This is an optimization exercise on Yosys and OpenROAD, whose aim is small area, a short achievable clock period and few clock cycles per item, not a production implementation.
In this exercise RTL edits were held to simulation tests only and were not proved equivalent to the original.
Power figures rest on the tool's default switching activity, not on a simulated workload.

==> design.v <==
module working_zone
(
    input               i_clk,
    input               i_start,
    input               i_rst,
    input   [7:0]       i_data,
    output reg [15:0]      o_address,
    output reg             o_done,
    output reg             o_en,
    output reg             o_we,
    output reg [7:0]       o_data
);
reg [4:0]   state;
reg [15:0]  o_address_dly;
reg         o_en_dly,o_we_dly;
reg [7:0]   data0;
reg [7:0]   data1;
reg [7:0]   data2;
reg [7:0]   data3;
reg [7:0]   data4;
reg [7:0]   data5;
reg [7:0]   data6;
reg [7:0]   data7;
reg [7:0]   i_addr;
wire            WZ_BIT;
reg     [2:0]   WZ_NUM;
reg     [3:0]   WZ_OFFSET;
reg     [3:0]   WZ_OFFSET_ONE_HOT;
wire    [7:0]   wz;
assign  wz[0]= (data0 <= i_addr ) && ( i_addr <= data0 +   3 );
assign  wz[1]= (data1 <= i_addr ) && ( i_addr <= data1 +   3 );
assign  wz[2]= (data2 <= i_addr ) && ( i_addr <= data2 +   3 );
assign  wz[3]= (data3 <= i_addr ) && ( i_addr <= data3 +   3 );
assign  wz[4]= (data4 <= i_addr ) && ( i_addr <= data4 +   3 );
assign  wz[5]= (data5 <= i_addr ) && ( i_addr <= data5 +   3 );
assign  wz[6]= (data6 <= i_addr ) && ( i_addr <= data6 +   3 );
assign  wz[7]= (data7 <= i_addr ) && ( i_addr <= data7 +   3 );
assign  WZ_BIT  = |wz[7:0];
parameter       WAIT        =   1  ;    
parameter       READ_DATA   =   2  ;
parameter       ENCODE      =   4  ;
parameter       WRITE       =   8   ;
parameter       DONE        =   16  ;    
always@(*)
begin
    if( WZ_BIT  ==  0 )
        o_data   =   i_addr;
    else
        o_data   =   {1'b1,WZ_NUM,WZ_OFFSET_ONE_HOT};
end
always@(*)
begin
    case(wz)
        8'b00000001 :   WZ_NUM  =   3'd0;  
        8'b00000010 :   WZ_NUM  =   3'd1;
        8'b00000100 :   WZ_NUM  =   3'd2;
        8'b00001000 :   WZ_NUM  =   3'd3;
        8'b00010000 :   WZ_NUM  =   3'd4;
        8'b00100000 :   WZ_NUM  =   3'd5;
        8'b01000000 :   WZ_NUM  =   3'd6;
        8'b10000000 :   WZ_NUM  =   3'd7;
        default     :   WZ_NUM  =   3'd0;
    endcase
end
always@(*)
begin
    case(wz)
        8'b00000001 :   WZ_OFFSET  =   i_addr - data0;  
        8'b00000010 :   WZ_OFFSET  =   i_addr - data1;
        8'b00000100 :   WZ_OFFSET  =   i_addr - data2;
        8'b00001000 :   WZ_OFFSET  =   i_addr - data3;
        8'b00010000 :   WZ_OFFSET  =   i_addr - data4;
        8'b00100000 :   WZ_OFFSET  =   i_addr - data5;
        8'b01000000 :   WZ_OFFSET  =   i_addr - data6;
        8'b10000000 :   WZ_OFFSET  =   i_addr - data7;
        default     :   WZ_OFFSET  =   4'd0;
    endcase
end
always@(*)
begin
    case(WZ_OFFSET)
        0 :   WZ_OFFSET_ONE_HOT  =   4'b0001;  
        1 :   WZ_OFFSET_ONE_HOT  =   4'b0010;
        2 :   WZ_OFFSET_ONE_HOT  =   4'b0100;
        3 :   WZ_OFFSET_ONE_HOT  =   4'b1000;
        default :   WZ_OFFSET_ONE_HOT  =   4'd0;
    endcase
end
always@(posedge i_clk)
begin
    if( i_rst )
        o_address    <=  'b0;
    else if( state == WAIT  )
        o_address    <=  'b0;
    else if( state == WRITE  )
        o_address    <=  9;
    else if( state == READ_DATA  )
        o_address    <=  o_address  +   1'b1;
    else
        o_address    <=  o_address;
end
always@(posedge i_clk)
begin
    if( i_rst )
        o_done    <=  1'b0;
    else if( state == DONE  )
        o_done    <=  1'b1;
    else
        o_done    <=  1'b0;
end
always@(*)
begin
    if( i_rst )
        o_en    <=  1'b0;
    else if( state == READ_DATA || state == WRITE )
        o_en    <=  1'b1;
    else
        o_en    <=  1'b0;
end
always@(posedge i_clk)
begin
    if( i_rst ) begin
        o_address_dly   <=  'b0;
        o_en_dly        <=  'b0;
        o_we_dly        <=  'b0;
    end
    else begin
        o_address_dly   <=  o_address;
        o_en_dly        <=  o_en;
        o_we_dly        <=  o_we;
    end
end
always@(*)
begin
    if( state == WRITE )
        o_we    <=  1'b1;
    else
        o_we    <=  1'b0;
end
wire    i_data_en =   o_en_dly && !o_we_dly;
always@(posedge i_clk)
begin
    if( i_rst ) 
        data0   <=  8'b0;
    else if( ( i_data_en ) && ( o_address_dly == 0 ) )       
        data0   <=  i_data;       
end
always@(posedge i_clk)
begin
    if( i_rst ) 
        data1   <=  8'b0;
    else if( ( i_data_en ) && ( o_address_dly == 1 ) )       
        data1   <=  i_data;       
end
always@(posedge i_clk)
begin
    if( i_rst ) 
        data2   <=  8'b0;
    else if( ( i_data_en ) && ( o_address_dly == 2 ) )       
        data2   <=  i_data;       
end
always@(posedge i_clk)
begin
    if( i_rst ) 
        data3   <=  8'b0;
    else if( ( i_data_en ) && ( o_address_dly == 3 ) )       
        data3   <=  i_data;       
end
always@(posedge i_clk)
begin
    if( i_rst ) 
        data4   <=  8'b0;
    else if( ( i_data_en ) && ( o_address_dly == 4 ) )       
        data4   <=  i_data;       
end
always@(posedge i_clk)
begin
    if( i_rst ) 
        data5   <=  8'b0;
    else if( ( i_data_en ) && ( o_address_dly == 5 ) )       
        data5   <=  i_data;       
end
always@(posedge i_clk)
begin
    if( i_rst ) 
        data6   <=  8'b0;
    else if( ( i_data_en ) && ( o_address_dly == 6 ) )       
        data6   <=  i_data;       
end
always@(posedge i_clk)
begin
    if( i_rst ) 
        data7   <=  8'b0;
    else if( ( i_data_en ) && ( o_address_dly == 7 ) )       
        data7   <=  i_data;       
end
always@(posedge i_clk)
begin
    if( i_rst ) 
        i_addr   <=  8'b0;
    else if( ( i_data_en ) && ( o_address_dly == 8 ) )       
        i_addr   <=  i_data;       
end
always@(posedge i_clk)
begin
    if( i_rst )
        state   <=  WAIT;
    else case( state )
        WAIT       : 
            if( i_start )
                state   <=  READ_DATA;
        READ_DATA  :
            if( o_address == 8 )
                state   <=  ENCODE;
        ENCODE     : 
                state   <=  WRITE;
        WRITE      :
                state   <=  DONE;
        DONE       : 
            if( i_start == 0 )
                state   <=  WAIT;
            else
                state   <=  state ;      
    endcase
end
endmodule 
==> run.sh <==
#!/bin/bash
# synth_recipe.tcl (not shown) runs the flow's synth.tcl, then flattens the netlist and writes it again
# the make line also repeats each setting of config.mk as NAME=value (left out here)
make -C /OpenROAD-flow-scripts/flow DESIGN_CONFIG=/design/flow/config.mk WORK_HOME=/design/flow/orfs CLKGATE_MAP_FILE= SYNTH_SCRIPT=/design/flow/synth_recipe.tcl finish
==> config.mk <==
export PLATFORM = sky130hd
export DESIGN_NAME = working_zone
export DESIGN_NICKNAME = working_zone
export VERILOG_FILES = /design/flow/design.v
export SDC_FILE = /design/flow/constraint.sdc
export NUM_CORES = 4
export LEC_CHECK = 0
export CAP_MARGIN = 20
export CORE_MARGIN = 2
export CORE_UTILIZATION = 40
export SLEW_MARGIN = 20
==> constraint.sdc <==
create_clock -name core_clock -period 8.0 [get_ports {i_clk}]
set_input_delay 1.6000 -clock core_clock [delete_from_list [all_inputs] [get_ports {i_clk}]]
set_output_delay 1.6000 -clock core_clock [all_outputs]
set_load 0.01 [all_outputs]
==> results of run 1 <==
[state kept, by name (all words and copies together) (netlist names)]
| name | cells |
|---|---|
| data0 | 8 |
| data1 | 8 |
| data2 | 8 |
| data3 | 8 |
| data4 | 8 |
| data5 | 8 |
| data6 | 8 |
| data7 | 8 |
| i_addr | 8 |
| o_address | 16 |
| o_address_dly | 16 |
| o_done | 1 |
| o_en_dly | 1 |
| o_we_dly | 1 |
| state | 5 |
[synthesized netlist by cell type (all sizes together) (6+ instances only)]
master   count  area share
ha         141        0.20
nor2       132       0.057
dfxtp      112        0.26
nand2       72       0.031
mux2i       64       0.074
a21oi       59       0.034
inv         43       0.019
xor2        42       0.042
nand3       33       0.019
o21ai       32       0.018
clkbuf      30       0.013
nand4       26       0.019
xnor2       26       0.026
nor2b       25       0.018
nor3        18       0.011
a211oi      16       0.014
and3        14       0.010
nor4        14       0.010
a21o        13       0.011
o2111ai     10       0.010
nand2b       9      0.0065
and2         6      0.0046
[worst min-delay path by stage]
stage / endpoint / slack, ns
floorplan: state[0] / 0.46
finish: state[0] / 0.50
global route: state[0] / 0.54
detailed placement: state[0] / 0.48
CTS: state[0] / 0.50
global placement: state[0] / 0.48
[report_power, final]
| group | switching (W) | internal [W] |
|---|---|---|
| Clock | 0.000230 | 0.000259 |
| Sequential | 0.00000441 | 0.000560 |
| Combinational | 0.0000449 | 0.0000217 |
| Total | 0.000279 | 0.000841 |
[layout make-up]
| cell class | instances | share of cell area |
|---|---|---|
| multi-input cells | 833 | 0.6394 |
| flip-flops and latches | 112 | 0.2309 |
| repair buffers | 46 | 0.04454 |
| well taps | 275 | 0.03540 |
| clock buffers | 10 | 0.02459 |
| inverters | 43 | 0.01661 |
| clock inverters | 6 | 0.008496 |
[per-layer routing]
metal,vias to the layer above,global-route usage
met5,-,0
met3,32,0.04488
met1,3495,0.3154
li1,3761,-
met2,223,0.3534
met4,0,0.07196
[cell families (layout without fill, tap and decap cells)]
family,Yosys count,count (layout),share of synthesized area
and+or+nand+nor,378,378,0.2181
AOI/OAI and AO/OA,181,181,0.1406
adders and majority gates,142,142,0.2058
DFF,112,112,0.2586
buffers and inverters,76,105,0.03435
xor gates and xnor gates,68,68,0.06870
muxes,64,64,0.07389
[timing repair]
item,in CTS,in global routing
pin swaps,0,1
gates resized for setup,1,18
endpoints found under the setup margin,3,4
[placed cells by master (no fill, tap or decap), types with 25 or more instances in the layout]
cell type | netlist | routed
o21ai_0 | 29 | 28
dfxtp_1 | 112 | 110
nand4_1 | 26 | 26
mux2i_1 | 64 | 64
inv_1 | 43 | 43
ha_1 | 141 | 141
xor2_1 | 42 | 42
nor2b_1 | 25 | 25
xnor2_1 | 26 | 26
clkdlybuf4s50_1 | 0 | 36
nand2_1 | 71 | 71
nor2_1 | 132 | 132
nand3_1 | 33 | 33
a21oi_1 | 59 | 59
[through the flow]
step                cell area [um^2]  utilization
floorplan                       8670            -
global placement                9310       0.4401
detailed placement              9310       0.4401
CTS                             9632       0.4553
global route                    9719       0.4595
finish                          9719       0.4595
==> results.py, run 1 <==
metrics = {
    "routing": {
        "route.vias.total": 7511,
        "routed_wl_um": 24970,
        "drc_errors": 0,
        "wl_per_cell_um": 18.84,
        "viasPerCell": 5.669,
        "wl_met2_um": 10950,
        "wl_met1_um": 11670,
        "drtIter0Drc": 518,
        "antenna_left": 0,
        "wl_met3_um": 1806,
        "drt_pre_antenna_iters": 6,
        "top_layer_used": "met4",
    },
    "place": {
        "gp_congestion": 0.9602,
        "preCtsSetupSlack_ns": 0.3054,
        "hpwl_um": 17510,
        "dpl.cell_count": 1309,
        "portBuffers": 37,
    },
    "sta": {
        "worst_pin_slew_ns": 1.151,
        "finalCritPeriodShare": 0.9493,
        "layout_min_cycle_time_ns": 7.595,
        "holdWs_ns": 0.4977,
        "final.setup.tns_ns": 0,
        "max_slew_margin": 0.2313,
        "slew_violations": 0,
        "hold_violations": 0,
        "postLayoutSetupSlackWorst_ns": 0.4054,
        "max_freq_mhz": 131.7,
        "setup_violations": 0,
        "skew_ns": 0.01666,
        "rsz0062_at_grt": "false",
    },
    "clock_network": {
        "cts_tree": "yes",
        "cts-root-buf": "clkbuf_16",
        "cts.path.max_buffers": 2,
        "cts-htree-levels": 3,
        "post-cts-setup-buffers": 0,
        "cts_hold_buffers": 0,
        "clkLatencyLatePin_ns": 0.36,
        "cts_num_sinks": 112,
        "clk_pin_slew_ns": 0.08,
        "cts_buffers": 9,
    },
    "setup_path": {
        "r2r_end": "data0[7]",
        "crit_required_ns": 6.40,
        "cp-endpoint": "o_data[3]",
        "cp.arrival_ns": 5.99,
        "crit_family": "compound AO/OA/AOI/OAI gates",
        "crit_start": "data1[0]",
        "path_cells": "inv_1 > ha_1 > xor2_1 > ha_1 > a211oi_2 > nor2_1 > or4_1 > a22o_1 > nand2_1 > nor3_2 > a222oi_1 > and2_1 > and2_1 > ha_1 > a21o_1 > a21oi_1 > xnor2_1 > and2_1 > mux2i_1 > o22a_1 > o31ai_2 > clkdlybuf4s50_1",
        "criticalPathCategory": "reg2out",
        "end_kind": "primary output",
        "reg2reg_slack_ns": 5.10,
        "crit_buf_inv": 2,
        "start_kind": "register",
        "reg2reg_depth": 6,
        "critPathMaxFanout": 8,
        "crit-reg2reg-launch": "o_address_dly[5]",
        "cpMaxStageDelayCell": "clkdlybuf4s50_1",
        "crit_cells": 22,
        "cpPeakStageDelay_ns": 0.56,
    },
    "cells_and_area": {
        "nets": 1198,
        "antenna_cells": 0,
        "area_growth_pct": 12.11,
        "instances_no_fill": 1325,
        "multi_input_area_mm2": 0.006215,
        "drive_above_1_share": 0.04857,
        "final-seq-area_mm2": 0.002245,
        "fill_cells": 2077,
    },
    "global_routing": {
        "track_usage": 0.2271,
        "antenna_found_initial": 0,
        "grt_max_degree": 99,
        "grt-ovfl-total": 0,
        "grt_pass1_vias": 7271,
        "grt_pass1_wl_um": 39650,
    },
    "floorplanning": {
        "core.rowCount": 53,
        "die_area_mm2": 0.02287,
        "die_x_um": 151.2,
        "io_pins": 38,
        "initial_utilization": 0.4098,
        "core_mm2": 0.02115,
        "die_h_um": 151.2,
    },
    "power": {
        "power_w": 0.001120,
        "leakagePower_nw": 4.119,
        "p_per_area_mw_per_mm2": 115.3,
        "ir_drop_v": 0.0001163,
    },
    "run_status": {
        "status": "finished clean",
    },
    "logic_synthesis": {
        "synth-seq-area-share": 0.2586,
        "yosysUniqueCellTypes": 69,
        "synth_ff_type": "dfxtp_1",
        "synth_edf_count": 0,
        "synth_warnings": 1,
        "synth_cells": 1021,
        "avgSynthCellArea_um2": 8.491,
        "synth_seq_cells": 112,
        "async_flop_share": 0,
        "syn_area_mm2": 0.008670,
        "synth_nets": 1174,
    },
    "job": {
        "drv_cap": 0,
    },
    "min_path": {
        "min_path_cells": 1,
        "hp-start": "state[0]",
        "hold_class": "reg2reg",
    },
}
Testbench counts, summed over its fixed seeds: cycles 13,032, encodings 768.
==> inputs of run 2 (changes only) <==
==> design.v (replaced) <==
module working_zone
(
    input               i_clk,
    input               i_start,
    input               i_rst,
    input   [7:0]       i_data,
    output     [15:0]   o_address,
    output              o_done,
    output              o_en,
    output              o_we,
    output     [7:0]    o_data
);
localparam [3:0] LAST = 4'b1000;
localparam [3:0] WHIT = 4'b1001;
localparam [3:0] IDLE = 4'b1010;
localparam [3:0] DONE = 4'b1100;
reg  [3:0]  st;
reg  [6:0]  res;         
wire        scan  = ~st[3];
wire        first = scan & (st[2:0] == 3'd0);            
wire        check = (scan & ~first) | (st == LAST);       
wire [2:0]  zone  = st[2:0] - 3'd1;                      
wire [4:0]  a_hi  = res[6:2];
wire [4:0]  a_hm1 = res[6:2] - 5'd1;
wire [1:0]  a_lo  = res[1:0];
wire [1:0]  b_lo  = i_data[1:0];
wire        lo_le = b_lo <= a_lo;
wire        match = (i_data[6:2] == a_hi) ? lo_le :
                    (i_data[6:2] == a_hm1) & ~lo_le & (a_hi != 5'd0);
wire        hit   = check & match;
wire [1:0]  off   = a_lo - b_lo;
always @(posedge i_clk) begin
    if (i_rst)
        st <= IDLE;
    else if (hit)
        st <= WHIT;
    else if (scan)
        st <= st + 4'd1;
    else case (st)
        LAST:    st <= DONE;
        WHIT:    st <= DONE;
        IDLE:    if (i_start) st <= 4'd0;
        DONE:    if (~i_start) st <= IDLE;
        default: st <= IDLE;
    endcase
end
always @(posedge i_clk) begin
    if (first)
        res <= i_data[6:0];
    else if (hit)
        res <= {zone, off == 2'd3, off == 2'd2, off == 2'd1, off == 2'd0};
end
wire        we = st[3] & ~st[2] & ~st[1];     
assign o_en      = ~i_rst;
assign o_we      = we;
assign o_address = {12'd0, st[3], st[2:1] & {2{scan}}, st[0] | we};
assign o_data    = {st[0] & st[3], res};
assign o_done    = i_start & st[3] & st[2];
endmodule
==> flow/run.sh (new file) <==
#!/bin/bash
# The standard layout, with these changes to how it is built:
# - synthesis is synth_recipe.tcl (the standard synthesis) with ABC's mapping
#   script replaced by an area-oriented one (flow/abc_area.script), and
#   without ORFS's full-adder extraction (ADDER_MAP_FILE empty); registers
#   are mapped exactly as in the standard synthesis
# - port buffers are sky130_fd_sc_hd__buf_1 (buffer_ports' default here is a
#   delay cell, clkdlybuf4s50_1, slow and large)
# - the constant outputs share one tie cell instead of one each
set -euo pipefail
here=$(pwd)
{ cat flow/synth_prefix.tcl; cat synth_recipe.tcl; } > my_synth.tcl
sed "s#SYNTH_SCRIPT=[^ ]*#SYNTH_SCRIPT=$here/my_synth.tcl ADDER_MAP_FILE=#" standard.sh > my_standard.sh
export FLOW_ABC_SCRIPT=$here/flow/abc_area.script
export BUFFER_PORTS_ARGS="-buffer_cell sky130_fd_sc_hd__buf_1"
export SKIP_REPAIR_TIE_FANOUT=1
bash my_standard.sh > standard.log 2>&1
==> flow/abc_area.script (new file) <==
strash
ifraig
dc2
dch -f
amap -F 5 -A 20
==> flow/synth_prefix.tcl (new file) <==
# Map with an area-oriented ABC script instead of ORFS's delay-oriented one;
# every other step is the standard synthesis.
proc abc {args} {
  set i [lsearch -exact $args -script]
  if {$i >= 0} {
    set args [lreplace $args $i [expr {$i + 1}] -script $::env(FLOW_ABC_SCRIPT)]
  }
  yosys abc {*}$args
}
==> standard.sh (new file) <==
#!/bin/bash
# synth_recipe.tcl (not shown) runs the flow's synth.tcl, then flattens the netlist and writes it again
# the make line also repeats each setting of config.mk as NAME=value (left out here)
make -C /OpenROAD-flow-scripts/flow DESIGN_CONFIG=/design/flow/config.mk WORK_HOME=/design/flow/orfs CLKGATE_MAP_FILE= SYNTH_SCRIPT=/design/flow/synth_recipe.tcl "${@:-finish}"
--- a/config.mk
+++ b/config.mk
@@ -6,6 +6,6 @@
 export NUM_CORES = 4
 export LEC_CHECK = 0
 export CAP_MARGIN = 20
-export CORE_MARGIN = 2
-export CORE_UTILIZATION = 40
+export CORE_AREA = 2.3 2.72 67.7 67.28
+export DIE_AREA = 0 0 70 70
 export SLEW_MARGIN = 20
removed: run.sh
==> run 2 against run 1 <==
Still clean; cell count fell by 87%; combinational power rose by 73%; sequential share of layout area rose by 9.4 points; area after synthesis fell by 91%; setup slack improved by 3.8 ns; critical endpoint is now o_done; largest power group is now combinational logic; highest routed layer unchanged.
==> results.py, run 2 <==
metrics = {
    "setup_path": {
        "cpPeakStageDelay_ns": 0.26,
        "end_kind": "primary output",
        "reg2reg_depth": 7,
        "critPathMaxFanout": 2,
        "crit_required_ns": 6.40,
        "path_cells": "buf_1 > clkinv_1 > nor3_1 > buf_1",
        "start_kind": "primary input",
        "cpMostUsedCell": "buf_1",
        "crit_start": "i_start",
        "criticalPathCategory": "in2out",
        "cpMaxStageDelayCell": "nor3_1",
        "crit_cells": 4,
        "r2r_end": "res[1]",
        "crit_buf_inv": 3,
        "cp.arrival_ns": 2.23,
        "crit_family": "buffers and inverters",
        "crit-reg2reg-launch": "res[2]",
        "reg2reg_slack_ns": 5.44,
    },
    "power": {
        "p_seq_frac": 0.371,
        "p_per_area_mw_per_mm2": 304.0,
        "power_frac_clock": 0.204,
        "ir_drop_v": 0.00008443,
        "comb_power_share": 0.425,
        "p_switching_w": 0.0001145,
        "p_int_w": 0.0001571,
        "power_w": 0.0002716,
        "leakagePower_nw": 0.2833,
        "swShare": 0.4215,
    },
    "routing": {
        "drtIter0Drc": 35,
        "route.vias.total": 748,
        "viasPerCell": 4.374,
        "drc_errors": 0,
        "drt_pre_antenna_iters": 4,
        "routed_wl_um": 1833,
        "wl_per_cell_um": 10.72,
        "antenna_left": 0,
    },
    "logic_synthesis": {
        "ys_top_cells_by_count": "clkinv_1, buf_4, nor2_1, o21ai_0, a21oi_1",
        "synth_most_common_cell": "clkinv_1",
        "synth_top_area_frac": 0.2650,
        "synth_nets": 117,
        "yosysUniqueCellTypes": 22,
        "async_flop_share": 0,
        "synth_cells": 106,
        "avgSynthCellArea_um2": 7.484,
        "netlist_top_cells_area": "edfxtp_1, buf_4, dfxtp_1",
        "synth_edf_count": 7,
        "synth_ff_type": "edfxtp_1",
        "synth_warnings": 1,
        "synth_top_cell_by_area": "edfxtp_1",
        "syn_area_um2": 793.3,
        "synth_seq_cells": 11,
        "synth-seq-area-share": 0.3659,
    },
    "sta": {
        "setup_violations": 0,
        "skew_ns": 0.002650,
        "layout_min_cycle_time_ns": 3.832,
        "slew_violations": 0,
        "hold_violations": 0,
        "finalCritPeriodShare": 0.4790,
        "max_freq_mhz": 261.0,
        "worst_pin_slew_ns": 0.5067,
        "max_slew_margin": 0.6602,
        "final.setup.tns_ns": 0,
        "rsz0062_at_grt": "false",
    },
    "floorplanning": {
        "core_mm2": 0.004086,
        "initial_utilization": 0.1941,
        "core.rowCount": 23,
        "die_area_mm2": 0.004900,
        "io_pins": 38,
        "die_h_um": 70,
        "die_x_um": 70,
    },
    "clock_network": {
        "cts_resized": 0,
        "clk_pin_slew_ns": 0.05,
        "cts_hold_buffers": 0,
        "cts_num_sinks": 11,
        "cts_tree": "yes",
        "post-cts-setup-buffers": 0,
        "clkLatencyLatePin_ns": 0.24,
        "cts.path.max_buffers": 2,
        "cts-root-buf": "clkbuf_8",
        "cts-htree-levels": 1,
        "cts_buffers": 3,
    },
    "min_path": {
        "holdPathEnd": "res[4]",
        "hp-start": "st[0]",
        "min_path_cells": 1,
        "hold_class": "reg2reg",
    },
    "cells_and_area": {
        "area_growth_pct": 12.62,
        "largest_reg_flops": 7,
        "instances_no_fill": 171,
        "top_register": "res",
        "fill_cells": 492,
        "design_area_um2": 893.4,
        "antenna_cells": 0,
        "layout_common_cells": "buf_1, clkinv_1, nor2_1",
        "reg.largest.list": "res x7, st x4",
        "mostFrequentLayoutCell": "buf_1",
        "drive_above_1_share": 0.02479,
        "nets": 133,
    },
    "global_routing": {
        "antenna_found_initial": 0,
        "grt_pass1_vias": 673,
        "grt_max_degree": 13,
        "track_usage": 0.07384,
        "grt-ovfl-total": 0,
        "grt_pass1_wl_um": 2898,
    },
    "place": {
        "hpwl_um": 1471,
        "portBuffers": 24,
        "place_area_um2": 848.3,
        "dpl.cell_count": 167,
        "gp_congestion": 0.8112,
    },
    "job": {
        "drv_cap": 0,
    },
    "run_status": {
        "status": "finished clean",
    },
}
-- run 2: metrics by stage --
step	setup WS [ns]	utilization	hold slack [ns]
after floorplan	4.400	-	0.5534
after global placement	4.164	0.2076	0.5847
after detailed placement	4.191	0.2076	0.5924
after CTS	4.187	0.2186	0.6137
after global routing	4.073	0.2186	0.6479
final	4.168	0.2186	0.6095
-- run 2: worst max-delay path by stage --
stage,end
after floorplan,o_done
after global placement,o_done
after detailed placement,o_done
after CTS,o_done
after global routing,o_done
final,o_done
-- run 2: area by class of cell --
class | count | area (um^2) | area share
Inverter | 18 | 67.56 | 0.07563
Sequential cell | 11 | 290.3 | 0.3249
Timing Repair Buffer | 24 | 90.09 | 0.1008
Multi-Input combinational cell | 64 | 337.8 | 0.3782
Clock buffer | 4 | 45.04 | 0.05042
Tap cell | 50 | 62.56 | 0.07003
-- run 2: power groups by stage --
| stage | registers, W | clock network (W) | logic (W) |
|---|---|---|---|
| 6_report | 0.000101 | 0.0000555 | 0.000115 |
| 5_1_grt | 0.000104 | 0.0000589 | 0.000129 |
| 4_1_cts | 0.000101 | 0.0000573 | 0.000116 |
| 3_5_place_dp | 0.000101 | 0 | 0.000116 |
| 3_3_place_gp | 0.000101 | 0 | 0.000116 |
| 2_1_floorplan | 0.000101 | 0 | 0.0000868 |
-- run 2: cell families (layout without fill, tap and decap cells) --
logic type             count (synthesis)  count (layout)  synth area share
AO/OA/AOI/OAI                         32              32            0.2492
flip-flops                            11              11            0.3659
AND/OR/NAND/NOR                       31              31            0.1719
buffers and inverters                 31              46            0.2082
other                                  1               1          0.004727
-- run 2: metal layers --
metal	share of wire	vias up	track usage
met5	0	-	0
met1	0.49	332	0.09399
met4	0.019	0	0.04487
li1	-	388	-
met2	0.44	24	0.1132
met3	0.046	4	0.01587
-- run 2: worst register-to-register path, cell delays in order (launching register included) --
cell and delay (ns):
edfxtp_1 0.41, or2_0 0.29, nor3_1 0.25, nor2_1 0.08, nor3_1 0.19, a21oi_1 0.09, a211oi_1 0.42, or2_0 0.47
Testbench counts of run 2, summed over its fixed seeds: cycles 7,900, encodings 768.
==> inputs of run 3 (changes only) <==
--- a/config.mk
+++ b/config.mk
@@ -8,4 +8,5 @@
 export CAP_MARGIN = 20
 export CORE_AREA = 2.3 2.72 67.7 67.28
 export DIE_AREA = 0 0 70 70
+export SETUP_SLACK_MARGIN = 4.7
 export SLEW_MARGIN = 20
==> run 3 against run 2 <==
Total power rose by 6.5%; clock skew rose by 0.0018 ns; still clean; via count fell by 0.13%; clock-buffer cell count did not move; setup slack improved by 0.23 ns; global-route usage barely moved; core utilization rose by 2.5 points; critical path type unchanged.
==> results.py, run 3 <==
metrics = {
    "cells_and_area": {
        "area_growth_pct": 25.55,
        "antenna_cells": 0,
        "mostFrequentLayoutCell": "buf_1",
        "final-seq-area_um2": 290.3,
        "top_register": "res",
        "multi_input_area_um2": 361.6,
        "design_area_um2": 996.0,
        "reg.largest.list": "res x7, st x4",
        "layout_common_cells": "buf_1, clkinv_1, nor2_1",
        "nets": 137,
        "drive_above_1_share": 0.1440,
        "fin_util": 0.2437,
        "fill_cells": 469,
        "largest_reg_flops": 7,
    },
    "sta": {
        "max_freq_mhz": 277.6,
        "holdWs_ns": 0.6245,
        "slew_violations": 0,
        "postLayoutSetupSlackWorst_ns": 4.398,
        "skew_ns": 0.004450,
        "setup_violations": 0,
        "finalCritPeriodShare": 0.4503,
        "hold_violations": 0,
        "rsz0062_at_grt": "true",
        "final.setup.tns_ns": 0,
        "layout_min_cycle_time_ns": 3.602,
    },
    "min_path": {
        "hold_class": "reg2reg",
        "hp-start": "st[0]",
        "min_path_cells": 1,
        "holdPathEnd": "res[4]",
    },
    "logic_synthesis": {
        "synth_top_cell_by_area": "edfxtp_1",
        "ys_top_cells_by_count": "clkinv_1, buf_4, nor2_1, o21ai_0, a21oi_1",
        "syn_area_um2": 793.3,
        "synth_ff_type": "edfxtp_1",
        "synth_most_common_cell": "clkinv_1",
        "synth-seq-area-share": 0.3659,
        "avgSynthCellArea_um2": 7.484,
        "yosysUniqueCellTypes": 22,
        "netlist_top_cells_area": "edfxtp_1, buf_4, dfxtp_1",
        "synth_edf_count": 7,
        "synth_cells": 106,
        "synth_seq_cells": 11,
        "async_flop_share": 0,
        "synth_top_area_frac": 0.2650,
        "synth_nets": 117,
        "synth_warnings": 1,
    },
    "place": {
        "place_area_um2": 872.1,
        "hpwl_um": 1477,
        "portBuffers": 24,
        "gp_congestion": 0.8141,
        "preCtsSetupSlack_ns": 4.170,
    },
    "setup_path": {
        "start_kind": "primary input",
        "critPathMaxFanout": 2,
        "path_cells": "buf_6 > clkinv_8 > nor3_4 > buf_2",
        "cpMaxStageDelayCell": "buf_2",
        "cpPeakStageDelay_ns": 0.15,
        "crit-reg2reg-launch": "res[2]",
        "r2r_end": "res[2]",
        "cp.arrival_ns": 2.00,
        "criticalPathCategory": "in2out",
        "reg2reg_depth": 7,
        "end_kind": "primary output",
        "crit_required_ns": 6.40,
        "reg2reg_slack_ns": 5.91,
    },
    "floorplanning": {
        "die_area_mm2": 0.004900,
        "core.rowCount": 23,
        "die_x_um": 70,
        "initial_utilization": 0.1941,
        "io_pins": 38,
        "die_h_um": 70,
        "core_mm2": 0.004086,
    },
    "global_routing": {
        "grt_max_degree": 13,
        "antenna_found_initial": 0,
        "grt-ovfl-total": 0,
        "grt_pass1_wl_um": 2849,
        "track_usage": 0.07391,
        "grt_pass1_vias": 630,
    },
    "clock_network": {
        "cts.path.max_buffers": 2,
        "cts_buffers": 3,
        "cts_num_sinks": 11,
        "clk_pin_slew_ns": 0.05,
        "clkLatencyLatePin_ns": 0.24,
        "cts_tree": "yes",
        "cts-root-buf": "clkbuf_8",
        "cts-htree-levels": 1,
    },
    "run_status": {
        "status": "finished clean",
    },
    "power": {
        "leakagePower_nw": 0.3378,
        "p_per_area_mw_per_mm2": 290.4,
        "ir_drop_v": 0.0001093,
    },
    "routing": {
        "drc_errors": 0,
        "route.vias.total": 747,
        "routed_wl_um": 1826,
        "wl_per_cell_um": 10.43,
        "drtIter0Drc": 26,
        "drt_pre_antenna_iters": 6,
        "viasPerCell": 4.269,
        "antenna_left": 0,
    },
    "job": {
        "drv_cap": 0,
    },
}
run 3: critical path: cells and delay by family:
family                 cells  cell delay (ns)
buffers and inverters      3             0.29
AND/OR/NAND/NOR            1             0.11
run 3: how the worst max path moves through the flow:
| stage | startpoint | end | slack [ns] | cells past startpoint |
|---|---|---|---|---|
| 3_5_place_dp | i_start | o_done | 4.17 | 4 |
| 6_report | i_start | o_done | 4.40 | 4 |
| 5_1_grt | i_start | o_done | 4.37 | 4 |
| 4_1_cts | i_start | o_done | 4.38 | 4 |
| 3_3_place_gp | i_start | o_done | 4.17 | 4 |
| 2_1_floorplan | i_start | o_done | 4.62 | 2 |
run 3: area by class of cell:
type,instances,share of cell area
Multi-Input combinational cell,64,0.3631
Sequential cell,11,0.2915
Tap cell,50,0.06281
Inverter,18,0.08920
Timing Repair Buffer,28,0.1482
Clock buffer,4,0.04523
run 3: power by group:
group / internal, W / switching, W
clock network: 0.0000350 / 0.0000207
registers: 0.0000823 / 0.0000195
logic: 0.0000510 / 0.0000808
run 3: what timing repair did:
item,4_1_cts,5_1_grt
resized for setup,13,3
hold buffers,0,0
pin swaps,0,1
buffers inserted,1,3
setup endpoints to repair,10,11
run 3: per-layer routing:
layer  GRT usage  wire length (um)  up-vias
met3     0.01299                93        4
met4     0.05128                38        0
met2      0.1058               825       25
li1            -                 -      396
met5           0                 0        -
met1     0.09948               868      322
run 3: kinds of logic after synthesis:
| kind of cell | Yosys count | share of synthesized area |
|---|---|---|
| buf+inv | 31 | 0.2082 |
| other cells | 1 | 0.004727 |
| simple gates | 31 | 0.1719 |
| compound gates | 32 | 0.2492 |
| flops | 11 | 0.3659 |
run 3: metrics by stage:
stage          std cells  total power (W)
2_1_floorplan        106        0.0001913
3_3_place_gp         167        0.0002204
3_5_place_dp         167        0.0002205
4_1_cts              172        0.0002822
5_1_grt              175        0.0003134
6_report             175        0.0002892
==> inputs of run 4 (changes only) <==
==> design.v (replaced) <==
module working_zone
(
    input               i_clk,
    input               i_start,
    input               i_rst,
    input   [7:0]       i_data,
    output     [15:0]   o_address,
    output              o_done,
    output              o_en,
    output              o_we,
    output     [7:0]    o_data
);
localparam [3:0] LAST = 4'b1000;
localparam [3:0] WHIT = 4'b1001;
localparam [3:0] IDLE = 4'b1010;
reg  [3:0]  st;
reg         rdy;         
reg  [6:0]  res;         
wire        scan  = ~st[3];
wire        first = scan & (st[2:0] == 3'd0);            
wire        check = (scan & ~first) | (st == LAST);       
wire [2:0]  zone  = st[2:0] - 3'd1;                      
wire [4:0]  a_hi  = res[6:2];
wire [4:0]  a_hm1 = res[6:2] - 5'd1;
wire [1:0]  a_lo  = res[1:0];
wire [1:0]  b_lo  = i_data[1:0];
wire        lo_le = b_lo <= a_lo;
wire        match = lo_le ? (i_data[6:2] == a_hi) : (i_data[6:2] == a_hm1);
wire        hit   = check & match;
wire [1:0]  off   = a_lo - b_lo;
always @(posedge i_clk) begin
    if (i_rst)
        st <= IDLE;
    else if (hit)
        st <= WHIT;
    else if (scan)
        st <= st + 4'd1;
    else if (st == IDLE)
        st <= (i_start & ~rdy) ? 4'd0 : IDLE;
    else
        st <= IDLE;
end
always @(posedge i_clk) begin
    if (i_rst)
        rdy <= 1'b0;
    else if (st == WHIT || (st == LAST && !hit))
        rdy <= 1'b1;
    else if (~i_start)
        rdy <= 1'b0;
end
always @(posedge i_clk) begin
    if (first)
        res <= i_data[6:0];
    else if (hit)
        res <= {zone, off == 2'd3, off == 2'd2, off == 2'd1, off == 2'd0};
end
wire        we = st[3] & ~st[1];     
assign o_en      = ~i_rst;
assign o_we      = we;
assign o_address = {12'd0, st[3], st[2:1] & {2{scan}}, st[0] | we};
assign o_data    = {st[0] & st[3], res};
assign o_done    = i_start & rdy;
endmodule
--- a/config.mk
+++ b/config.mk
@@ -8,5 +8,4 @@
 export CAP_MARGIN = 20
 export CORE_AREA = 2.3 2.72 67.7 67.28
 export DIE_AREA = 0 0 70 70
-export SETUP_SLACK_MARGIN = 4.7
 export SLEW_MARGIN = 20
==> run 4 against run 3 <==
Still clean; clock-buffer cell count down 1; cell area shrank 9.9%; via count is 7.6% lower; non-clock buffer count down 4; combinational power decreased by 72%; setup slack worse by 0.34 ns; critical path depth up 15; first-iteration DRC count is 65% lower; total power fell by 42%; critical endpoint is now rdy.
==> results.py, run 4 <==
metrics = {
    "setup_path": {
        "cpMaxStageDelayCell": "a2111oi_0",
        "critPathMaxFanout": 4,
        "criticalPathCategory": "in2reg",
        "crit_required_ns": 8.17,
        "end_kind": "register",
        "cpPeakStageDelay_ns": 0.45,
        "start_kind": "primary input",
        "cp.arrival_ns": 4.12,
        "path_cells": "buf_1 > clkinv_1 > o22ai_1 > clkinv_1 > nand2_1 > o21ai_0 > nor2_1 > nand2_1 > nor2_1 > clkinv_1 > nor2_1 > a21oi_1 > nor2_1 > a21oi_1 > nand4_1 > clkinv_1 > a2111oi_0 > nor2_1 > nor2_1",
        "cpMostUsedCell": "nor2_1",
    },
    "logic_synthesis": {
        "avgSynthCellArea_um2": 7.312,
        "synth-simple-area-share": 0.1805,
        "async_flop_share": 0,
        "ys_top_cells_by_count": "nor2_1, clkinv_1, buf_4, o21ai_0, a21oi_1",
        "synth_most_common_cell": "nor2_1",
        "synthAdderAreaFrac": 0,
        "synth_warnings": 1,
        "synth_top_family_by_area": "buffers and inverters",
        "yosysUniqueCellTypes": 19,
        "synth_xor_area_frac": 0.01099,
        "synth_top_area_frac": 0.2637,
        "syn_area_um2": 797.0,
        "synth_seq_cells": 12,
        "synth_edf_count": 7,
        "synth_top_cell_by_area": "edfxtp_1",
        "netlist_top_cells_area": "edfxtp_1, dfxtp_1, buf_4",
        "muxShareOfSynthArea": 0,
        "synth-compound-area-share": 0.2025,
        "synth_cells": 109,
        "synth-seq-area-share": 0.3893,
        "synth_nets": 120,
        "synth_ff_type": "edfxtp_1",
    },
    "run_status": {
        "status": "finished clean",
    },
    "sta": {
        "finalCritPeriodShare": 0.4932,
        "layout_min_cycle_time_ns": 3.946,
        "max_freq_mhz": 253.5,
        "hold_violations": 0,
        "final.setup.tns_ns": 0,
        "setup_violations": 0,
        "postLayoutSetupSlackWorst_ns": 4.054,
        "rsz0062_at_grt": "false",
        "skew_ns": 0.006300,
        "slew_violations": 0,
    },
    "power": {
        "ir_drop_v": 0.00009324,
        "p_per_area_mw_per_mm2": 187.4,
        "leakagePower_nw": 0.3180,
    },
    "clock_network": {
        "cts_hold_buffers": 0,
        "cts_num_sinks": 12,
        "clkLatencyLatePin_ns": 0.24,
        "cts-root-buf": "clkbuf_8",
        "cts_buffers": 3,
        "clk_pin_slew_ns": 0.06,
        "cts_tree": "yes",
        "cts.path.max_buffers": 2,
        "cts-htree-levels": 1,
        "cts_resized": 0,
        "post-cts-setup-buffers": 0,
    },
    "cells_and_area": {
        "top_register": "res",
        "antenna_cells": 0,
        "area_growth_pct": 12.56,
        "drive_above_1_share": 0.02419,
        "reg.largest.list": "res x7, st x4, rdy x1",
        "mostFrequentLayoutCell": "buf_1",
        "largest_reg_flops": 7,
        "nets": 136,
        "layout_common_cells": "buf_1, nor2_1, clkinv_1",
        "fill_cells": 491,
    },
    "place": {
        "portBuffers": 24,
        "hpwl_um": 1402,
        "preCtsSetupSlack_ns": 3.815,
        "gp_congestion": 0.7802,
    },
    "global_routing": {
        "grt_pass1_vias": 646,
        "antenna_found_initial": 0,
        "grt_pass1_wl_um": 2856,
        "track_usage": 0.07233,
        "grt_max_degree": 13,
        "grt-ovfl-total": 0,
    },
    "routing": {
        "drtIter0Drc": 9,
        "drc_errors": 0,
        "routed_wl_um": 1716,
        "viasPerCell": 3.966,
        "drt_pre_antenna_iters": 4,
        "route.vias.total": 690,
        "wl_per_cell_um": 9.862,
        "antenna_left": 0,
    },
    "floorplanning": {
        "core.rowCount": 23,
        "die_h_um": 70,
        "die_x_um": 70,
        "io_pins": 38,
        "initial_utilization": 0.1950,
        "core_mm2": 0.004086,
        "die_area_mm2": 0.004900,
    },
    "job": {
        "drv_cap": 0,
    },
    "min_path": {
        "hold_class": "reg2reg",
    },
}
run 4: cell count changes after synthesis, moves of 2 or more:
cell / previous run / this run
a211oi_1: 2 / 0
nor3_1: 6 / 1
o221ai_1: 2 / 0
o32ai_1: 2 / 0
o22ai_1: 1 / 3
a2111oi_0: 0 / 2
nor2_1: 12 / 23
o21ai_0: 11 / 13
or2_0: 3 / 1
run 4: cell families after synthesis:
family | after synthesis
xor+xnor | 1
other cells | 1
buf+inv | 32
flops | 12
compound gates | 28
simple gates | 35
run 4: critical path: cells and delay by family:
family	cells	cell delay [ns]
and+or+nand+nor	9	1.04
buffers and inverters	5	0.57
AOI/OAI and AO/OA	5	0.89
run 4: cell type report:
class,instances,area (um^2),share of cell area
multi-input combinational,65,317.8,0.3543
sequential,12,310.3,0.3459
timing repair buffer,24,90.09,0.1004
inverter,19,71.32,0.07950
tap,50,62.56,0.06974
clock buffer,3,41.29,0.04603
clock inverter,1,3.754,0.004184
run 4: worst paths after layout:
check / startpoint / endpoint / slack, ns / cells after the start
worst max register to register: res[1] / rdy / 5.12 / 18
worst min register to register: st[0] / res[4] / 0.54 / 1
worst min-delay path: st[0] / res[4] / 0.54 / 1
worst max-delay path: i_data[1] / rdy / 4.05 / 19
run 4: per-stage QoR:
stage                     hold WS (ns)  std cells  cell area (um^2)    util  power (W)
after floorplan                 0.4972        109             797.0       -  0.0001076
final                           0.5370        174             897.1  0.2195  0.0001681
after CTS                       0.5379        174             897.1  0.2195  0.0001711
after global placement          0.5182        170             852.1  0.2085  0.0001137
after detailed placement        0.5216        170             852.1  0.2085  0.0001139
after global routing            0.5945        174             897.1  0.2195  0.0001803
run 4: where the power goes:
part | internal [W] | total, W | switching, W
clock network | 0.0000338 | 0.0000554 | 0.0000216
registers | 0.0000709 | 0.0000752 | 0.00000426
logic | 0.0000122 | 0.0000375 | 0.0000253
run 4: metal layers:
metal / vias to the layer above / track usage / wire length (um)
li1: 378 / - / -
met1: 294 / 0.09652 / 893
met2: 16 / 0.1101 / 741
met3: 2 / 0.01732 / 66
met4: 0 / 0.03205 / 15
met5: - / 0 / 0
Testbench counts of run 4, summed over its fixed seeds: cycles 7,900, encodings 768.
==> inputs of run 5 (changes only) <==
--- a/flow/run.sh
+++ b/flow/run.sh
@@ -14,4 +14,5 @@
 export FLOW_ABC_SCRIPT=$here/flow/abc_area.script
 export BUFFER_PORTS_ARGS="-buffer_cell sky130_fd_sc_hd__buf_1"
 export SKIP_REPAIR_TIE_FANOUT=1
+export CTS_ARGS="-repair_clock_nets -dont_use_dummy_load -buf_list sky130_fd_sc_hd__clkbuf_4 -root_buf sky130_fd_sc_hd__clkbuf_4"
 bash my_standard.sh > standard.log 2>&1
==> flow/abc_area.script (replaced) <==
strash
dc2
dch -f
map -D 1000
strash
dch -f
map -D 1000
==> run 5 against run 4 <==
Total power decreased by 3.2%; first-iteration DRC count up 110%; fmax up 8.5%; clock-buffer cell count unchanged; clock power is 38% lower; register-to-register slack improved by 0.57 ns; clock skew about the same; sequential power grew 4.7%.
==> results.py, run 5 <==
metrics = {
    "setup_path": {
        "cpPeakStageDelay_ns": 0.15,
        "end_kind": "primary output",
        "crit_required_ns": 6.40,
        "cp.arrival_ns": 2.04,
        "cpMostUsedCell": "buf_1",
        "critPathMaxFanout": 4,
        "criticalPathCategory": "in2out",
        "start_kind": "primary input",
        "cpMaxStageDelayCell": "buf_1",
        "path_cells": "buf_1 > clkinv_1 > buf_1",
    },
    "routing": {
        "viasPerCell": 4.149,
        "top_layer_used": "met4",
        "drc_errors": 0,
        "wl_met3_um": 43,
        "antenna_left": 0,
        "drt_pre_antenna_iters": 4,
        "wl_per_cell_um": 9.434,
        "routed_wl_um": 1651,
        "wl_met1_um": 764,
        "route.vias.total": 726,
        "drtIter0Drc": 19,
        "wl_met2_um": 828,
    },
    "clock_network": {
        "cts_resized": 0,
        "clk_pin_slew_ns": 0.07,
        "post-cts-setup-buffers": 0,
        "cts_tree": "yes",
        "cts.path.max_buffers": 2,
        "clkLatencyLatePin_ns": 0.26,
        "cts-htree-levels": 1,
        "cts_num_sinks": 12,
        "cts_buffers": 3,
        "cts-root-buf": "clkbuf_4",
        "cts_hold_buffers": 0,
    },
    "logic_synthesis": {
        "synth_warnings": 1,
        "async_flop_share": 0,
        "syn_area_um2": 825.8,
        "avgSynthCellArea_um2": 7.440,
        "synth_most_common_cell": "nand2_1",
        "synth_edf_count": 7,
        "yosysUniqueCellTypes": 20,
        "synth_ff_type": "edfxtp_1",
        "synth_top_cell_by_area": "edfxtp_1",
        "synth_nets": 122,
        "synth_seq_cells": 12,
        "synth_cells": 111,
        "netlist_top_cells_area": "edfxtp_1, dfxtp_1, buf_4",
        "synth_top_area_frac": 0.2545,
        "ys_top_cells_by_count": "nand2_1, clkinv_1, buf_4, nor2_1, edfxtp_1",
        "synth-seq-area-share": 0.3758,
    },
    "sta": {
        "layout_min_cycle_time_ns": 3.637,
        "setup_violations": 0,
        "rsz0062_at_grt": "false",
        "hold_violations": 0,
        "skew_ns": 0.006562,
        "finalCritPeriodShare": 0.4547,
        "final.setup.tns_ns": 0,
        "slew_violations": 0,
        "max_freq_mhz": 274.9,
        "postLayoutSetupSlackWorst_ns": 4.363,
        "holdWs_ns": 0.5342,
    },
    "place": {
        "portBuffers": 24,
        "preCtsSetupSlack_ns": 4.361,
        "hpwl_um": 1410,
        "gp_congestion": 0.7936,
    },
    "global_routing": {
        "grt-ovfl-total": 0,
        "grt_max_degree": 13,
        "grt_pass1_wl_um": 2842,
        "track_usage": 0.07222,
        "grt_pass1_vias": 702,
        "antenna_found_initial": 0,
    },
    "job": {
        "drv_cap": 0,
    },
    "cells_and_area": {
        "reg.largest.list": "res x7, st x4, rdy x1",
        "largest_reg_flops": 7,
        "layout_common_cells": "buf_1, nand2_1, clkinv_1",
        "nets": 138,
        "final-seq-area_um2": 310.3,
        "drive_above_1_share": 0.03200,
        "area_growth_pct": 9.394,
        "multi_input_area_um2": 354.1,
        "top_register": "res",
        "antenna_cells": 0,
        "mostFrequentLayoutCell": "buf_1",
        "fill_cells": 480,
        "fin_util": 0.2211,
    },
    "floorplanning": {
        "core_mm2": 0.004086,
        "initial_utilization": 0.2021,
        "core.rowCount": 23,
        "die_area_mm2": 0.004900,
        "die_h_um": 70,
        "die_x_um": 70,
        "io_pins": 38,
    },
    "run_status": {
        "status": "finished clean",
    },
    "power": {
        "ir_drop_v": 0.00008868,
        "p_per_area_mw_per_mm2": 180.1,
        "leakagePower_nw": 0.3362,
    },
    "min_path": {
        "hold_class": "reg2reg",
    },
}
-- run 5: cell count changes after synthesis, moves of 2 or more --
cell and change:
xnor2_1 +2, nor3_1 +2, o21ai_0 -8, a2111oi_0 -2, a21oi_1 -3, o22ai_1 +2, nor2_1 -12, nand2_1 +17
clkinv_1 -2, nand3_1 +5
-- run 5: layout make-up --
| type | count | share of cell area |
|---|---|---|
| clock buffers | 3 | 0.02493 |
| well taps | 50 | 0.06925 |
| inverters | 17 | 0.07064 |
| repair buffers | 24 | 0.09972 |
| flip-flops and latches | 12 | 0.3435 |
| multi-input cells | 69 | 0.3920 |
-- run 5: final timing paths --
path,endpoint,startpoint,slack [ns],cells after the start
max reg2reg,res[0],st[0],5.69,8
min reg2reg,st[2],st[2],0.53,2
max,o_en,i_rst,4.36,3
min,st[2],st[2],0.53,2
-- run 5: stage by stage --
step	total power, W	instance area (um^2)	instances
after floorplan	0.0001215	825.8	111
after global placement	0.0001300	880.8	172
after detailed placement	0.0001303	880.8	172
after CTS	0.0001654	903.4	175
after global routing	0.0001782	903.4	175
final	0.0001627	903.4	175
-- run 5: critical path: cells and delay by family --
| family | cells | cell delay [ns] |
|---|---|---|
| buffers and inverters | 3 | 0.43 |
-- run 5: metal layers --
| layer | GRT usage | vias up |
|---|---|---|
| met5 | 0 | - |
| met4 | 0.02564 | 0 |
| met3 | 0.02886 | 2 |
| met2 | 0.1238 | 9 |
| met1 | 0.08063 | 330 |
| li1 | - | 385 |
-- run 5: cells by family after synthesis --
kind of cell | share of synthesized area
xor gates and xnor gates | 0.07426
and+or+nand+nor | 0.2167
other | 0.004541
buffers and inverters | 0.1954
AOI/OAI and AO/OA | 0.1333
DFF | 0.3758
-- run 5: power by group --
part           internal [W]  switching [W]
Combinational     0.0000176      0.0000321
Sequential        0.0000726     0.00000601
Clock             0.0000173      0.0000170
Total              0.000108      0.0000551
==> inputs of run 6 (changes only) <==
--- a/flow/run.sh
+++ b/flow/run.sh
@@ -14,5 +14,5 @@
 export FLOW_ABC_SCRIPT=$here/flow/abc_area.script
 export BUFFER_PORTS_ARGS="-buffer_cell sky130_fd_sc_hd__buf_1"
 export SKIP_REPAIR_TIE_FANOUT=1
-export CTS_ARGS="-repair_clock_nets -dont_use_dummy_load -buf_list sky130_fd_sc_hd__clkbuf_4 -root_buf sky130_fd_sc_hd__clkbuf_4"
+export CTS_ARGS="-sink_clustering_enable -repair_clock_nets -dont_use_dummy_load -buf_list sky130_fd_sc_hd__clkbuf_4 -root_buf sky130_fd_sc_hd__clkbuf_4 -sink_clustering_size 16 -sink_clustering_max_diameter 200"
 bash my_standard.sh > standard.log 2>&1
==> flow/abc_area.script (replaced) <==
strash
ifraig
dc2
dch -f
amap -F 5 -A 20
==> run 6 against run 5 <==
Setup slack lost 0.28 ns; fmax shrank 7.3%; register-to-register slack lost 0.59 ns; global-route usage grew 0.16 points; cell area shrank 3.2%; highest routed layer unchanged.
==> results.py, run 6 <==
metrics = {
    "run_status": {
        "status": "finished clean",
    },
    "cells_and_area": {
        "area_growth_pct": 9.733,
        "mostFrequentLayoutCell": "buf_1",
        "drive_above_1_share": 0.02439,
        "largest_reg_flops": 7,
        "instances_no_fill": 173,
        "top_register": "res",
        "nets": 136,
        "layout_common_cells": "buf_1, nor2_1, clkinv_1",
        "reg.largest.list": "res x7, st x4, rdy x1",
        "antenna_cells": 0,
    },
    "sta": {
        "rsz0062_at_grt": "false",
        "setup_violations": 0,
        "finalCritPeriodShare": 0.4903,
        "holdWs_ns": 0.5430,
        "slew_violations": 0,
        "hold_violations": 0,
        "max_freq_mhz": 255.0,
        "final.setup.tns_ns": 0,
        "skew_ns": 0.01584,
        "layout_min_cycle_time_ns": 3.922,
    },
    "floorplanning": {
        "die_x_um": 70,
        "initial_utilization": 0.1950,
        "core_mm2": 0.004086,
        "die_area_mm2": 0.004900,
        "io_pins": 38,
        "core.rowCount": 23,
        "die_h_um": 70,
    },
    "place": {
        "hpwl_um": 1402,
        "portBuffers": 24,
        "dpl.cell_count": 170,
        "gp_congestion": 0.7802,
    },
    "logic_synthesis": {
        "synth_warnings": 1,
        "synth_top_area_frac": 0.2637,
        "synth_top_cell_by_area": "edfxtp_1",
        "synth_nets": 120,
        "synthAdderAreaFrac": 0,
        "synth_edf_count": 7,
        "synth_cells": 109,
        "async_flop_share": 0,
        "synth_top_family_by_area": "buffers and inverters",
        "synth-simple-area-share": 0.1805,
        "synth_ff_type": "edfxtp_1",
        "avgSynthCellArea_um2": 7.312,
        "netlist_top_cells_area": "edfxtp_1, dfxtp_1, buf_4",
        "synth-compound-area-share": 0.2025,
        "synth_xor_area_frac": 0.01099,
        "ys_top_cells_by_count": "nor2_1, clkinv_1, buf_4, o21ai_0, a21oi_1",
        "synth_seq_cells": 12,
        "yosysUniqueCellTypes": 19,
        "syn_area_um2": 797.0,
        "synth-seq-area-share": 0.3893,
        "synth_most_common_cell": "nor2_1",
        "muxShareOfSynthArea": 0,
    },
    "clock_network": {
        "cts_num_sinks": 12,
        "cts.path.max_buffers": 2,
        "post-cts-setup-buffers": 0,
        "cts_buffers": 3,
        "cts_hold_buffers": 0,
        "cts_tree": "yes",
        "clk_pin_slew_ns": 0.08,
        "cts-root-buf": "clkbuf_4",
        "clkLatencyLatePin_ns": 0.27,
        "cts_resized": 0,
        "cts-htree-levels": 1,
    },
    "setup_path": {
        "cp.arrival_ns": 4.12,
        "critPathMaxFanout": 4,
        "criticalPathCategory": "in2reg",
        "crit-reg2reg-launch": "res[1]",
        "r2r_end": "rdy",
        "start_kind": "primary input",
        "reg2reg_slack_ns": 5.10,
        "reg2reg_depth": 18,
        "crit_required_ns": 8.20,
        "end_kind": "register",
    },
    "min_path": {
        "hold_class": "reg2reg",
        "holdPathEnd": "res[4]",
        "hp-start": "st[0]",
        "min_path_cells": 1,
    },
    "routing": {
        "antenna_left": 0,
        "viasPerCell": 3.936,
        "drt_pre_antenna_iters": 4,
        "wl_per_cell_um": 9.902,
        "routed_wl_um": 1713,
        "drtIter0Drc": 10,
        "drc_errors": 0,
        "route.vias.total": 681,
    },
    "job": {
        "drv_cap": 0,
    },
    "power": {
        "p_per_area_mw_per_mm2": 170.2,
        "ir_drop_v": 0.00008874,
        "leakagePower_nw": 0.3087,
    },
    "global_routing": {
        "antenna_found_initial": 0,
        "grt_pass1_wl_um": 2863,
        "grt_max_degree": 13,
        "grt_pass1_vias": 628,
        "track_usage": 0.07382,
        "grt-ovfl-total": 0,
    },
}
-- run 6: cell count changes after synthesis, moves of 2 or more --
| cell | before | now |
|---|---|---|
| nand2_1 | 23 | 6 |
| nor2_1 | 11 | 23 |
| o21ai_0 | 5 | 13 |
| nand3_1 | 6 | 1 |
| a21oi_1 | 5 | 8 |
| a2111oi_0 | 0 | 2 |
| clkinv_1 | 17 | 19 |
| nor3_1 | 3 | 1 |
| o22ai_1 | 5 | 3 |
| xnor2_1 | 2 | 0 |
-- run 6: worst max-delay path: stages --
cell and delay (ns):
buf_1 0.12, clkinv_1 0.10, o22ai_1 0.19, clkinv_1 0.13, nand2_1 0.08, o21ai_0 0.12, nor2_1 0.18, nand2_1 0.10
nor2_1 0.15, clkinv_1 0.10, nor2_1 0.16, a21oi_1 0.08, nor2_1 0.09, a21oi_1 0.05, nand4_1 0.12, clkinv_1 0.13
a2111oi_0 0.45, nor2_1 0.07, nor2_1 0.09
-- run 6: worst max-delay path by stage --
stage,start,to,cells past startpoint
2_1_floorplan,i_data[1],rdy,18
3_3_place_gp,i_data[1],rdy,19
3_5_place_dp,i_data[1],rdy,19
4_1_cts,i_data[1],rdy,19
5_1_grt,i_data[1],rdy,19
6_report,i_data[1],rdy,19
-- run 6: layout make-up --
| type | count | area (um^2) |
|---|---|---|
| sequential | 12 | 310.3 |
| clock buffer | 3 | 22.52 |
| fill | 494 | 3212 |
| multi-input combinational | 65 | 317.8 |
| tap | 50 | 62.56 |
| timing repair buffer | 24 | 90.09 |
| inverter | 19 | 71.32 |
-- run 6: logic make-up (layout without fill, tap and decap cells) --
group / Yosys count / count (layout)
flops: 12 / 12
simple gates: 35 / 35
xor+xnor: 1 / 1
buf+inv: 32 / 46
compound gates: 28 / 28
other cells: 1 / 1
-- run 6: report_power, final --
part | internal, W | leakage, nW | switching, W
registers | 0.0000708 | 0.105 | 0.00000424
clock network | 0.0000174 | 0.0138 | 0.0000189
logic | 0.0000122 | 0.190 | 0.0000254
total | 0.000100 | 0.309 | 0.0000485
-- run 6: through the flow --
step	cell area, um^2	worst slack, ns	total power (W)	utilization
6_report	874.6	4.078	0.0001489	0.2140
3_5_place_dp	852.1	3.815	0.0001139	0.2085
4_1_cts	874.6	4.075	0.0001517	0.2140
2_1_floorplan	797.0	4.375	0.0001076	-
3_3_place_gp	852.1	3.846	0.0001137	0.2085
5_1_grt	874.6	3.675	0.0001615	0.2140
-- run 6: routing by layer --
layer / wire length [um] / GRT usage / vias up
met5: 0 / 0 / -
met4: 11 / 0.03205 / 0
met3: 67 / 0.02597 / 2
met2: 725 / 0.1079 / 16
met1: 909 / 0.09739 / 284
li1: - / - / 379
==> inputs of run 7 (changes only) <==
==> flow/abc_area.script (replaced) <==
strash
dc2
dch -f
map -D 1000
strash
dch -f
map -D 1000
==> run 7 against run 6 <==
Fmax up 7.8%; critical path depth down 16; clock-buffer cell count unchanged; setup slack better by 0.28 ns; largest cell class unchanged; highest routed layer unchanged.
==> results.py, run 7 <==
metrics = {
    "cells_and_area": {
        "design_area_um2": 903.4,
        "top_register": "res",
        "mostFrequentLayoutCell": "buf_1",
        "layout_common_cells": "buf_1, nand2_1, clkinv_1",
        "drive_above_1_share": 0.03200,
        "largest_reg_flops": 7,
        "fin_util": 0.2211,
        "area_growth_pct": 9.394,
        "antenna_cells": 0,
        "nets": 138,
        "reg.largest.list": "res x7, st x4, rdy x1",
    },
    "setup_path": {
        "path_cells": "buf_1 > clkinv_1 > buf_1",
        "reg2reg_depth": 8,
        "cp.arrival_ns": 2.04,
        "cpMostUsedCell": "buf_1",
        "criticalPathCategory": "in2out",
        "crit_start": "i_rst",
        "critPathMaxFanout": 4,
        "reg2reg_slack_ns": 5.69,
        "crit_required_ns": 6.40,
        "start_kind": "primary input",
        "cpPeakStageDelay_ns": 0.15,
        "cpMaxStageDelayCell": "buf_1",
        "crit-reg2reg-launch": "st[0]",
        "crit_buf_inv": 3,
        "cp-endpoint": "o_en",
        "end_kind": "primary output",
        "crit_family": "buffers and inverters",
        "crit_cells": 3,
        "r2r_end": "res[0]",
    },
    "power": {
        "leakagePower_nw": 0.3362,
        "ir_drop_v": 0.00008868,
        "p_switching_w": 0.00005507,
        "p_int_w": 0.0001076,
        "p_per_area_mw_per_mm2": 180.1,
        "comb_power_share": 0.306,
        "swShare": 0.3386,
        "power_frac_clock": 0.211,
        "power_w": 0.0001627,
        "p_seq_frac": 0.484,
    },
    "sta": {
        "finalCritPeriodShare": 0.4547,
        "skew_ns": 0.006562,
        "setup_violations": 0,
        "hold_violations": 0,
        "layout_min_cycle_time_ns": 3.637,
        "final.setup.tns_ns": 0,
        "slew_violations": 0,
        "holdWs_ns": 0.5342,
        "max_freq_mhz": 274.9,
        "rsz0062_at_grt": "false",
    },
    "floorplanning": {
        "io_pins": 38,
        "die_h_um": 70,
        "core_mm2": 0.004086,
        "die_area_mm2": 0.004900,
        "initial_utilization": 0.2021,
        "core.rowCount": 23,
        "die_x_um": 70,
    },
    "logic_synthesis": {
        "synth-seq-area-share": 0.3758,
        "synth_nets": 122,
        "syn_area_um2": 825.8,
        "yosysUniqueCellTypes": 20,
        "synth-simple-area-share": 0.2167,
        "muxShareOfSynthArea": 0,
        "synth_xor_area_frac": 0.07424,
        "async_flop_share": 0,
        "ys_top_cells_by_count": "nand2_1, clkinv_1, buf_4, nor2_1, edfxtp_1",
        "synthAdderAreaFrac": 0,
        "synth-compound-area-share": 0.1333,
        "netlist_top_cells_area": "edfxtp_1, dfxtp_1, buf_4",
        "synth_warnings": 1,
        "synth_seq_cells": 12,
        "synth_edf_count": 7,
        "synth_most_common_cell": "nand2_1",
        "avgSynthCellArea_um2": 7.440,
        "synth_cells": 111,
        "synth_top_family_by_area": "simple AND/OR/NAND/NOR gates",
        "synth_ff_type": "edfxtp_1",
        "synth_top_cell_by_area": "edfxtp_1",
        "synth_top_area_frac": 0.2545,
    },
    "routing": {
        "drtIter0Drc": 19,
        "antenna_left": 0,
        "wl_per_cell_um": 9.434,
        "route.vias.total": 726,
        "viasPerCell": 4.149,
        "drc_errors": 0,
        "routed_wl_um": 1651,
        "drt_pre_antenna_iters": 4,
    },
    "global_routing": {
        "grt_max_degree": 13,
        "grt_pass1_vias": 702,
        "top_usage_layer": "met2",
        "antenna_found_initial": 0,
        "grt-ovfl-total": 0,
        "track_usage": 0.07222,
        "use_met1": 0.08063,
        "grt_use_met3": 0.02886,
        "grt_pass1_wl_um": 2842,
        "grt_use_met2": 0.1238,
    },
    "clock_network": {
        "clkLatencyLatePin_ns": 0.26,
        "clk_pin_slew_ns": 0.07,
        "cts_tree": "yes",
        "cts_buffers": 3,
        "cts-htree-levels": 1,
        "cts_resized": 0,
        "cts_hold_buffers": 0,
        "post-cts-setup-buffers": 0,
        "cts_num_sinks": 12,
        "cts.path.max_buffers": 2,
        "cts-root-buf": "clkbuf_4",
    },
    "job": {
        "drv_cap": 0,
    },
    "place": {
        "gp_congestion": 0.7936,
        "place_area_um2": 880.8,
        "hpwl_um": 1410,
        "portBuffers": 24,
    },
    "min_path": {
        "hp-start": "st[2]",
        "hold_class": "reg2reg",
    },
    "run_status": {
        "status": "finished clean",
    },
}
[run 7: cell types whose count changed after synthesis, moves of 2 or more]
cell,before,now
nand2_1,6,23
nor2_1,23,11
o21ai_0,13,5
nand3_1,1,6
a21oi_1,8,5
a2111oi_0,2,0
clkinv_1,19,17
nor3_1,1,3
o22ai_1,3,5
xnor2_1,0,2
[run 7: power groups by stage]
stage	Combinational, W	Clock (W)	Sequential, W
after global routing	0.0000581	0.0000406	0.0000795
after CTS	0.0000505	0.0000361	0.0000787
after global placement	0.0000499	0	0.0000801
after detailed placement	0.0000501	0	0.0000802
final	0.0000497	0.0000343	0.0000787
after floorplan	0.0000417	0	0.0000798
[run 7: cells by family (layout without fill, tap and decap cells)]
logic type / Yosys count / after routing
AND/OR/NAND/NOR: 44 / 44
buffers and inverters: 30 / 44
AO/OA/AOI/OAI: 19 / 19
flip-flops: 12 / 12
XOR/XNOR: 5 / 5
other: 1 / 1
[run 7: stage by stage]
stage          setup slack, ns  instances
2_1_floorplan            4.555        111
3_3_place_gp             4.359        172
3_5_place_dp             4.361        172
4_1_cts                  4.355        175
5_1_grt                  4.304        175
6_report                 4.363        175
[run 7: final cells by class]
| type | count | area [um^2] |
|---|---|---|
| inverter | 17 | 63.81 |
| fill | 480 | 3183 |
| tap | 50 | 62.56 |
| timing repair buffer | 24 | 90.09 |
| multi-input combinational | 69 | 354.1 |
| sequential | 12 | 310.3 |
| clock buffer | 3 | 22.52 |
[run 7: layer usage]
| layer | wire [um] | share of wire |
|---|---|---|
| met1 | 764 | 0.46 |
| met5 | 0 | 0 |
| met4 | 14 | 0.0085 |
| met2 | 828 | 0.50 |
| met3 | 43 | 0.026 |
[run 7: worst min-delay path by stage]
stage / endpoint / cells past startpoint
floorplan: st[2] / 2
global placement: st[2] / 2
detailed placement: st[2] / 2
CTS: st[2] / 2
global route: st[2] / 2
finish: st[2] / 2
[run 7: worst register-to-register path, stage by stage, from the launching register on]
cell,delay [ns]
dfxtp_1,0.48
nor2_1,0.12
nand2_1,0.07
clkinv_1,0.09
nand2_1,0.23
clkinv_1,0.19
nor3_1,0.22
nand4_1,0.24
nand2_1,0.33

-- afterwards: timing with drivers on the ports --
How much do the figures lean on ideal ports? The routed layouts below were timed once more, with nothing changed but the port constraints.
Step 1 sets driving cells, clkbuf_16 on the clock port and buf_2 on the other inputs (assumed; they add their load-dependent delay and slew).
Step 2 also shifts input and output timing later by t, the mid clock arrival at the registers, as if the neighbouring blocks saw the same clock.
Three values: ideal ports, drivers, drivers and shift; two values: the first two.
| run | t (ns) | setup WS [ns] | worst hold slack (ns) | clock arrival spread, ns |
|---|---|---|---|---|
| run 1 | 0.394 | 0.405 / 0.365 / 0.759 | 0.498 / 0.498 / 0.498 | 0.017 / 0.016 |
| run 2 | 0.259 | 4.168 / 4.143 / 4.143 | 0.609 / 0.609 / 0.609 | 0.003 / 0.003 |
| run 3 | 0.259 | 4.398 / 4.359 / 4.359 | 0.625 / 0.625 / 0.625 | 0.005 / 0.005 |
| run 4 | 0.258 | 4.054 / 4.056 / 3.798 | 0.537 / 0.537 / 0.537 | 0.006 / 0.006 |
| run 5 | 0.277 | 4.363 / 4.341 / 4.341 | 0.534 / 0.534 / 0.534 | 0.007 / 0.007 |
| run 6 | 0.283 | 4.078 / 4.076 / 3.792 | 0.543 / 0.543 / 0.543 | 0.016 / 0.015 |
| run 7 | 0.277 | 4.363 / 4.341 / 4.341 | 0.534 / 0.534 / 0.534 | 0.007 / 0.007 |
After both steps every run listed still meets setup and hold. For run 6, which loses most, drivers alone change the setup slack by -0.002 ns; drivers and shift together by -0.286 ns.
